From an optimization exercise on the open Yosys and OpenROAD flow, aimed at small area, a short achievable clock period and few clock cycles per item; shortcuts taken in it are not production practice.
RTL that was checked went through simulation tests only; none was proved equivalent to the original.

==> flow/design.v (excerpt) <==
module bubble_sort_unit(
    input wire       CLK,
    input wire       RST,
    input wire       start_i,
    input wire  [8-1:0] in_data0_i,
    input wire  [8-1:0] in_data1_i,
    input wire  [8-1:0] in_data2_i,
    input wire  [8-1:0] in_data3_i,
    input wire  [8-1:0] in_data4_i,
    input wire  [8-1:0] in_data5_i,
    input wire  [8-1:0] in_data6_i,
    input wire  [8-1:0] in_data7_i,
    input wire  [8-1:0] in_data8_i,
    output wire [8-1:0] out_data0_o,
    output wire [8-1:0] out_data1_o,
    output wire [8-1:0] out_data2_o,
    output wire [8-1:0] out_data3_o,
    output wire [8-1:0] out_data4_o,
    output wire [8-1:0] out_data5_o,
    output wire [8-1:0] out_data6_o,
    output wire [8-1:0] out_data7_o,
    output wire [8-1:0] out_data8_o,
    output wire valid_o
);
Size: roughly 75 flip-flops, roughly 0.0053 mm2 of cells after synthesis.
make LEC_CHECK=0 ABC_CLOCK_PERIOD_IN_PS=2000 CAP_MARGIN=20 CORE_MARGIN=2 CORE_UTILIZATION=40 SETUP_SLACK_MARGIN=3.0 SLEW_MARGIN=20 finish   # period 5.0 ns
run.sh (not shown) runs the stock make flow with config.mk's settings and CLKGATE_MAP_FILE= SYNTH_SCRIPT=/design/flow/synth_recipe.tcl, a recipe that flattens the netlist after the stock synthesis.
The baseline completed without violations.
Testbench counts at the start, summed over its fixed seeds: cycles 26,749, items 2,400.
Edit:
ABC_CLOCK_PERIOD_IN_PS = not set   (was 2000)
SETUP_SLACK_MARGIN = not set   (was 3.0)
Outcome:
- The changed run finished with timing, DRC and antenna clean
- first-iteration DRC count goes down by well over a third
- worst hold slack degrades by 0.082 ns
- design area goes down by about a fifth
- global-route usage goes down by 3.2 points
- wire length goes down by about a fifth
- synthesized cell count is unchanged
- cell count goes down by about a fifth
- area after synthesis does not change
- clock-buffer cell count goes down by 3
- critical path depth goes down by 2

========
job 6207:
Another version of the RTL of bubble_sort_unit (not shown whole).
Size in the first run: about 83 flip-flops, about 150 I/O pins, roughly 0.0048 mm² of cells after synthesis.
==> flow/config.mk <==
export PLATFORM = sky130hd
export DESIGN_NAME = bubble_sort_unit
export DESIGN_NICKNAME = bubble_sort_unit
export VERILOG_FILES = /design/flow/design.v
export SDC_FILE = /design/flow/constraint.sdc
export NUM_CORES = 4
export LEC_CHECK = 0
export CAP_MARGIN = 20
export CORE_MARGIN = 2
export CORE_UTILIZATION = 40
export SETUP_SLACK_MARGIN = 2.3
export SLEW_MARGIN = 20
==> flow/constraint.sdc <==
create_clock -name core_clock -period 5.0 [get_ports {CLK}]
set_input_delay 1.0000 -clock core_clock [delete_from_list [all_inputs] [get_ports {CLK}]]
set_output_delay 1.0000 -clock core_clock [all_outputs]
set_load 0.01 [all_outputs]
standard.sh (not shown) runs the stock make flow with config.mk's settings and CLKGATE_MAP_FILE= SYNTH_SCRIPT=/design/flow/synth_recipe.tcl, a recipe that flattens the netlist after the stock synthesis.
==> flow/flow/run.sh <==
#!/bin/bash
# The standard layout, with the port buffers made from the smallest buffer
# cell and a clock tree of smaller buffers without dummy loads.
set -euo pipefail
bash standard.sh \
  'BUFFER_PORTS_ARGS=-buffer_cell sky130_fd_sc_hd__buf_1' \
  'CTS_ARGS=-sink_clustering_enable -repair_clock_nets -dont_use_dummy_load -buf_list sky130_fd_sc_hd__clkbuf_8' \
  finish > standard_flow.log 2>&1
Job 6207 finished every stage and its layout cleared the timing, design-rule and antenna checks.
### job 6207 -> job 2649
Settings: swapping 2.3 for 2.7 in SETUP_SLACK_MARGIN.
--- outcome ---
- On total half-perimeter wirelength after legalization and detailed placement, job 6207 tracks job 2649 almost exactly.
- Job 2649 against job 6207: sequential standard cell area level, setup slack at placement moved up, post-route clock period utilization moved down.
- Between job 2649 and job 6207, it is job 2649 whose wire length on met2 is higher, by 4.5%.
- Between job 6207 and job 2649, routed length on met1 increased.
- Diff job 6207 -> job 2649: cell area after layout went up, setup slack now sits higher.
- When job 2649 is set beside job 6207, its all-layer global routing usage turns out to be 1.3 points larger.
Function was not checked in any run of this note: the RTL went through the layout flow alone.

========
Setup of v6:
bubble_sort_unit, a different RTL version from the one above (not shown whole).
Size in the first run: roughly 85 flip-flops, about 150 I/O pins.
clock: 5.0 ns
lec_check: 0
cap_margin: 20
core_margin: 2
core_utilization: 40
setup_slack_margin: 2.2
slew_margin: 20
Scripts as last shown in full above: flow/flow/run.sh
Here is what was changed in the inputs of v7 compared with v6.
- SETUP_SLACK_MARGIN now 1.8, was 2.2
Notes after the runs:
Both conditions hold for v7: the flow ran to the end and the final layout passed the timing, design-rule and antenna checks.
There was hardly any difference in H-tree depth between v6 and v7.
From v6 to v7 the numbers moved as follows: count of cells resized by post-cts repair fell by 25, global-route wire length before repair fell by 4.5 mm, synthesized cell count stayed essentially flat.
The clock input transition at the sequential cells of the worst setup and hold paths of v7 and that of v6 are within noise of each other.
Of v7 and v6, the run reporting the lower per-cell routed wire length was v7.
Diff v6 -> v7: clock latency reported for the late side of the worst-skew pair was more or less identical, wire length down 12%, sequential share of layout area went up 2.6 points.
Final area is lower on v7
No functional check of the RTL was part of any run of this note.

========
bubble_sort_unit, a different RTL version from the one above (not shown whole).
For scale: about 620 cells after synthesis, ~82 flip-flops, ~150 I/O pins, roughly 5100 um2 of cells after synthesis.
Settings: LEC_CHECK=0, CAP_MARGIN=20, CORE_MARGIN=2, CORE_UTILIZATION=40, SETUP_SLACK_MARGIN=2.6, SLEW_MARGIN=20; clock period 5.0 ns.
Scripts as last shown in full above: flow/flow/run.sh
Testbench counts at the start, summed over its fixed seeds: cycles 24,349, items 2,400.
Next try:
==> flow/flow/run.sh (replaced) <==
#!/bin/bash
# The standard layout, with the port buffers made from the smallest buffer cell.
set -euo pipefail
bash standard.sh 'BUFFER_PORTS_ARGS=-buffer_cell sky130_fd_sc_hd__buf_1' finish > standard_flow.log 2>&1
Result: Global-route usage climbs by 1.2 points. Register-to-register slack degrades by 40 ps. Final cell count is higher by a few percent. Via count increases by a few percent. Die area stays the same. Cell area went up by a few percent.
Next try:
Settings changed: SETUP_SLACK_MARGIN 2.6 to unset.
- via count is lower by a little under a tenth
- worst setup slack loses 780 ps
- routed wire length goes down by roughly a tenth
- cell area drops by about a fifth
- final cell count goes down by a few percent
- global-route usage drops by 2.9 points
- core utilization shrinks by 8.7 points

========
alpha:
bubble_sort_unit again, from the RTL that the note above started with.
## bubble_sort_unit
module bubble_sort_unit(
    input wire       CLK,
    input wire       RST,
    input wire       start_i,
    input wire  [8-1:0] in_data0_i,
    input wire  [8-1:0] in_data1_i,
    input wire  [8-1:0] in_data2_i,
    input wire  [8-1:0] in_data3_i,
    input wire  [8-1:0] in_data4_i,
    input wire  [8-1:0] in_data5_i,
    input wire  [8-1:0] in_data6_i,
    input wire  [8-1:0] in_data7_i,
    input wire  [8-1:0] in_data8_i,
    output wire [8-1:0] out_data0_o,
    output wire [8-1:0] out_data1_o,
    output wire [8-1:0] out_data2_o,
    output wire [8-1:0] out_data3_o,
    output wire [8-1:0] out_data4_o,
    output wire [8-1:0] out_data5_o,
    output wire [8-1:0] out_data6_o,
    output wire [8-1:0] out_data7_o,
    output wire [8-1:0] out_data8_o,
    output wire valid_o
);
Settings: LEC_CHECK=0, CAP_MARGIN=20, CORE_MARGIN=2, CORE_UTILIZATION=40, SETUP_SLACK_MARGIN=2.3, SLEW_MARGIN=20; clock period 5.0 ns.
==> flow/flow/run.sh <==
#!/bin/bash
# The standard layout, with the port buffers made from the smallest buffer
# cell and a clock tree of smaller buffers without dummy loads.
set -euo pipefail
bash standard.sh \
  'BUFFER_PORTS_ARGS=-buffer_cell sky130_fd_sc_hd__buf_1' \
  'CTS_ARGS=-sink_clustering_enable -repair_clock_nets -dont_use_dummy_load -buf_list sky130_fd_sc_hd__clkbuf_8' \
  finish > standard_flow.log 2>&1
Testbench counts of alpha, summed over its fixed seeds: cycles 24,349, items 2,400.
Changes in beta relative to alpha:
# alpha
export LEC_CHECK = 0
export CAP_MARGIN = 20
export CORE_MARGIN = 2
export CORE_UTILIZATION = 40
export SETUP_SLACK_MARGIN = 2.3
export SLEW_MARGIN = 20
create_clock -name core_clock -period 5.0 [get_ports {CLK}]
# beta
export LEC_CHECK = 0
export CAP_MARGIN = 20
export CORE_MARGIN = 2
export CORE_UTILIZATION = 40
export SETUP_SLACK_MARGIN = 2.0
export SLEW_MARGIN = 20
create_clock -name core_clock -period 5.0 [get_ports {CLK}]
## What came out
The flow did not stop early for beta: all stages ran, and the layout cleared the timing, design-rule and antenna checks.
alpha has lower total number of cells along the worst setup path than beta.
Per the comparison of beta with alpha, fraction of met2 tracks used by global routing lower; number of standard cells in the layout, taps in and fillers out now sits lower; design area fell 120 um2; number of detailed-route iterations in the first pass grew by 1.
From alpha to beta, count of cell types in the netlist did not move at all.
Capturing element of the worst setup path = gt_r[2]: beta; capturing element of the worst setup path = gt_r[6]: alpha
Setup slack in beta is smaller than in alpha.
Between alpha and beta, the fraction of area in multi-input gates does not differ in any meaningful way.

========
== job 8348 ==
bubble_sort_unit, a different RTL version from the one above (not shown whole).
Size: about 750 cells after synthesis, roughly 82 flip-flops, about 6000 sq um of cells after synthesis.
clock: 5.0 ns
lec_check: 0
cap_margin: 20
core_margin: 2
core_utilization: 40
setup_slack_margin: 2.0
slew_margin: 20
Scripts as last shown in full above: flow/flow/run.sh
Job 8348: no failed stages, no open violations at the end
Testbench counts of job 8348, summed over its fixed seeds: cycles 15,173, items 2,400.
Input-level comparison between job 5793 and job 8348:
# job 8348
export LEC_CHECK = 0
export CAP_MARGIN = 20
export CORE_MARGIN = 2
export CORE_UTILIZATION = 40
export SETUP_SLACK_MARGIN = 2.0
export SLEW_MARGIN = 20
create_clock -name core_clock -period 5.0 [get_ports {CLK}]
# job 5793
export LEC_CHECK = 0
export CAP_MARGIN = 20
export CORE_MARGIN = 2
export CORE_UTILIZATION = 40
export SETUP_SLACK_MARGIN = 1.8
export SLEW_MARGIN = 20
create_clock -name core_clock -period 5.0 [get_ports {CLK}]
Findings:
Any difference in sequential cell area between job 8348 and job 5793 is small enough to ignore.
Against job 8348, the final cell area of job 5793 is lower.
When job 5793 is set beside job 8348, its number of buffers other than clock buffers in the final layout turns out to be 10 smaller.
Job 8348 → job 5793: critical path depth -2, count of filler cells inserted in the layout +about 1.6%.
Job 5793 drops fewer vias than job 8348.
From job 8348 to job 5793 the numbers moved as follows: number of violations reported at the end of detailed-routing iteration 0 went down 3.2%, cell area after synthesis level.
For job 8360, these inputs were changed with respect to job 5793:
# job 5793
export LEC_CHECK = 0
export CAP_MARGIN = 20
export CORE_MARGIN = 2
export CORE_UTILIZATION = 40
export SETUP_SLACK_MARGIN = 1.8
export SLEW_MARGIN = 20
create_clock -name core_clock -period 5.0 [get_ports {CLK}]
# job 8360
export LEC_CHECK = 0
export CAP_MARGIN = 20
export CORE_MARGIN = 2
export CORE_UTILIZATION = 40
export SETUP_SLACK_MARGIN = 2.2
export SLEW_MARGIN = 20
create_clock -name core_clock -period 5.0 [get_ports {CLK}]
Results
Post-layout net count: job 8360 > job 5793. Path type of the worst setup path = flop to flop: job 5793; path type of the worst setup path = input pin to flop: job 8360. In job 8360, the maximum frequency from static timing analysis came out about 4.5% above the value in job 5793. Reported for job 8360 and job 5793, DRC violation count after routing turned out identical to the last digit. Job 8360 ends up with a post-route non-filler standard cell count that is 20 higher than in job 5793.

========
== main ==
Another version of the RTL of bubble_sort_unit (not shown whole).
Size in the first run: ~620 cells after synthesis, roughly 76 flip-flops, about 150 I/O pins, ~0.0052 mm2 of cells after synthesis.
Settings: LEC_CHECK=0, CAP_MARGIN=20, CORE_MARGIN=2, CORE_UTILIZATION=40, SLEW_MARGIN=20; clock period 5.0 ns.
==> flow/flow/run.sh <==
#!/bin/bash
# The standard layout, with the port buffers made from the smallest buffer cell.
set -euo pipefail
bash standard.sh 'BUFFER_PORTS_ARGS=-buffer_cell sky130_fd_sc_hd__buf_1' finish > standard_flow.log 2>&1
#### Input delta (the feature branch over main)
# main
export LEC_CHECK = 0
export CAP_MARGIN = 20
export CORE_MARGIN = 2
export CORE_UTILIZATION = 40
export SLEW_MARGIN = 20
create_clock -name core_clock -period 5.0 [get_ports {CLK}]
# the feature branch
export LEC_CHECK = 0
export CAP_MARGIN = 20
export CORE_MARGIN = 2
export CORE_UTILIZATION = 40
export SETUP_SLACK_MARGIN = 2.0
export SLEW_MARGIN = 20
create_clock -name core_clock -period 5.0 [get_ports {CLK}]
Results
- Diff main -> the feature branch | clock-buffer cell count | decrease of 2
- Vias: the feature branch more than main
- Worst hold slack | the feature branch below main
- The feature branch | status: complete | timing, DRC, antenna: pass
- Side by side, met1 demand-to-capacity share in global routing turned out higher in the feature branch than in main.
- On clock-pin slew reported for the worst setup and hold paths after clock tree synthesis, main and the feature branch are neck and neck.
- Detailed-route wire length on metal 1 was higher in the feature branch than in main.
- In the feature branch the worst slew margin relative to its limit turned out 7.9 points lower than in main.
- Sort main and the feature branch by sequential cell area share desc -> top: main
No functional check of the RTL was part of any run of this note.

========
bubble_sort_unit, a different RTL version from the one above (not shown whole).
Size: ~82 flip-flops, roughly 5800 um^2 of cells after synthesis.
==> flow/design.v (excerpt) <==
module bubble_sort_unit(
    input wire       CLK,
    input wire       RST,
    input wire       start_i,
    input wire  [8-1:0] in_data0_i,
    input wire  [8-1:0] in_data1_i,
    input wire  [8-1:0] in_data2_i,
    input wire  [8-1:0] in_data3_i,
    input wire  [8-1:0] in_data4_i,
    input wire  [8-1:0] in_data5_i,
    input wire  [8-1:0] in_data6_i,
    input wire  [8-1:0] in_data7_i,
    input wire  [8-1:0] in_data8_i,
    output wire [8-1:0] out_data0_o,
    output wire [8-1:0] out_data1_o,
    output wire [8-1:0] out_data2_o,
    output wire [8-1:0] out_data3_o,
    output wire [8-1:0] out_data4_o,
    output wire [8-1:0] out_data5_o,
    output wire [8-1:0] out_data6_o,
    output wire [8-1:0] out_data7_o,
    output wire [8-1:0] out_data8_o,
    output wire valid_o
);
Settings: LEC_CHECK=0, CAP_MARGIN=20, CORE_MARGIN=2, CORE_UTILIZATION=40, SETUP_SLACK_MARGIN=1.8, SLEW_MARGIN=20; clock period 5.0 ns.
==> flow/flow/run.sh <==
#!/bin/bash
# The standard layout, with the port buffers made from the smallest buffer
# cell and a clock tree of smaller buffers without dummy loads.
set -euo pipefail
bash standard.sh \
  'BUFFER_PORTS_ARGS=-buffer_cell sky130_fd_sc_hd__buf_1' \
  'CTS_ARGS=-sink_clustering_enable -repair_clock_nets -dont_use_dummy_load -sink_clustering_size 24 -buf_list sky130_fd_sc_hd__clkbuf_8' \
  finish > standard_flow.log 2>&1
Testbench counts at the start, summed over its fixed seeds: cycles 15,173, items 2,400.
Rerun with:
--- a/flow/flow/run.sh
+++ b/flow/flow/run.sh
@@ -7 +7 @@
-  'CTS_ARGS=-sink_clustering_enable -repair_clock_nets -dont_use_dummy_load -sink_clustering_size 24 -buf_list sky130_fd_sc_hd__clkbuf_8' \
+  'CTS_ARGS=-sink_clustering_enable -repair_clock_nets -dont_use_dummy_load -buf_list sky130_fd_sc_hd__clkbuf_8' \
--- a/flow/config.mk
+++ b/flow/config.mk
@@ -11 +11 @@
-export SETUP_SLACK_MARGIN = 1.8
+export SETUP_SLACK_MARGIN = 2.0
Effect: The new run produced a clean layout. Register-to-register slack improves by 0.06 ns. Global-route usage grows by 1.2 points. Via count came out higher by about 1.3%. Routed wire length rises by 4.0%. Maximum frequency rises by 1.3%. Final area is higher by 3.0%. Clock-buffer cell count stays the same. Worst setup slack is better by 0.039 ns. Critical path depth goes up by 1. Synthesized area does not change.
Rerun with:
--- a/flow/config.mk
+++ b/flow/config.mk
@@ -11 +11 @@
-export SETUP_SLACK_MARGIN = 2.0
+export SETUP_SLACK_MARGIN = 1.8
What happened:
- area after synthesis does not change
- sequential share of layout area increases by 0.67 points
- clock-buffer cell count is unchanged
- critical path depth decreases by 1
- global-route usage decreases by 1.2 points
- sequential cell count is unchanged
- synthesized cell count stays the same
Rerun with:
--- a/flow/config.mk
+++ b/flow/config.mk
@@ -11 +11 @@
-export SETUP_SLACK_MARGIN = 1.8
+export SETUP_SLACK_MARGIN = 1.5
After rerunning: The changed run finished with timing, DRC and antenna clean; wire length goes down by 2.3%; design area goes down by 3.6%; non-clock buffer count goes down by 22; synthesized area is unchanged; synthesized cell count stays the same; fmax goes down by 8.4%; via count goes down by 2.0%; clock skew barely changes.

## port drivers added, routing unchanged
The results above use ideal ports. As a check the final layouts listed here were re-extracted and re-timed, cells and wires unchanged.
Step 1: set_driving_cell puts a clkbuf_16 on CLK and a buf_2 on each other input, an assumption about the parent block.
Step 2 adds t to the input delays and takes it off the output delays; t is the mean of the earliest and latest rising clock arrival at the registers after step 1. Input paths then give back, and output paths get back, about the clock's delay inside the block.
Three values: no drivers, after step 1, after step 2; two values: the first two.
| run | shift t [ns] | setup WS [ns] | worst setup path after step 2 | latest minus earliest clock arrival (ns) | cell pins on the clock port's net |
|---|---|---|---|---|---|
| the first run of note 1 | 0.384 | 2.607 / 2.607 / 2.607 | register to register | 0.007 / 0.006 | 1 |
| the second run of note 1 | 0.384 | 2.072 / 2.072 / 2.072 | register to register | 0.008 / 0.008 | 1 |
| job 6207 | 0.397 | 2.125 / 2.138 / 1.746 | input to register | 0.016 / 0.017 | 1 |
| job 2649 | 0.397 | 2.176 / 2.176 / 1.815 | input to register | 0.020 / 0.020 | 1 |
| v6 | 0.408 | 1.791 / 1.789 / 1.381 | input to register | 0.021 / 0.022 | 1 |
| v7 | 0.404 | 1.845 / 1.845 / 1.513 | input to register | 0.017 / 0.017 | 1 |
| the first run of note 4 | 0.401 | 2.601 / 2.566 / 2.432 | input to register | 0.013 / 0.013 | 1 |
| the second run of note 4 | 0.385 | 2.565 / 2.565 / 2.391 | input to register | 0.006 / 0.006 | 1 |
| the third run of note 4 | 0.385 | 1.780 / 1.780 / 1.780 | register to register | 0.008 / 0.008 | 1 |
| alpha | 0.400 | 2.428 / 2.428 / 2.278 | input to register | 0.022 / 0.023 | 1 |
| beta | 0.395 | 2.214 / 2.214 / 2.214 | register to register | 0.021 / 0.021 | 1 |
| job 8348 | 0.410 | 1.958 / 1.964 / 1.554 | input to register | 0.027 / 0.026 | 1 |
| job 5793 | 0.405 | 1.839 / 1.839 / 1.496 | input to register | 0.020 / 0.020 | 1 |
| job 8360 | 0.410 | 1.975 / 1.989 / 1.579 | input to register | 0.030 / 0.030 | 1 |
| main | 0.372 | 0.642 / 0.642 / 0.642 | register to register | 0.011 / 0.011 | 1 |
| the feature branch | 0.383 | 1.388 / 1.388 / 1.388 | register to register | 0.007 / 0.006 | 1 |
| the first run of note 8 | 0.400 | 1.854 / 1.854 / 1.565 | input to register | 0.021 / 0.022 | 1 |
| the second run of note 8 | 0.405 | 1.893 / 1.910 / 1.505 | input to register | 0.023 / 0.024 | 1 |
| the third run of note 8 | 0.400 | 1.854 / 1.854 / 1.565 | input to register | 0.021 / 0.022 | 1 |
| the fourth run of note 8 | 0.411 | 1.567 / 1.567 / 1.317 | input to register | 0.024 / 0.024 | 1 |
After both steps setup and hold are still met in every run listed. For v6, which loses most, drivers alone change the setup slack by -0.002 ns; drivers and shift together by -0.410 ns.
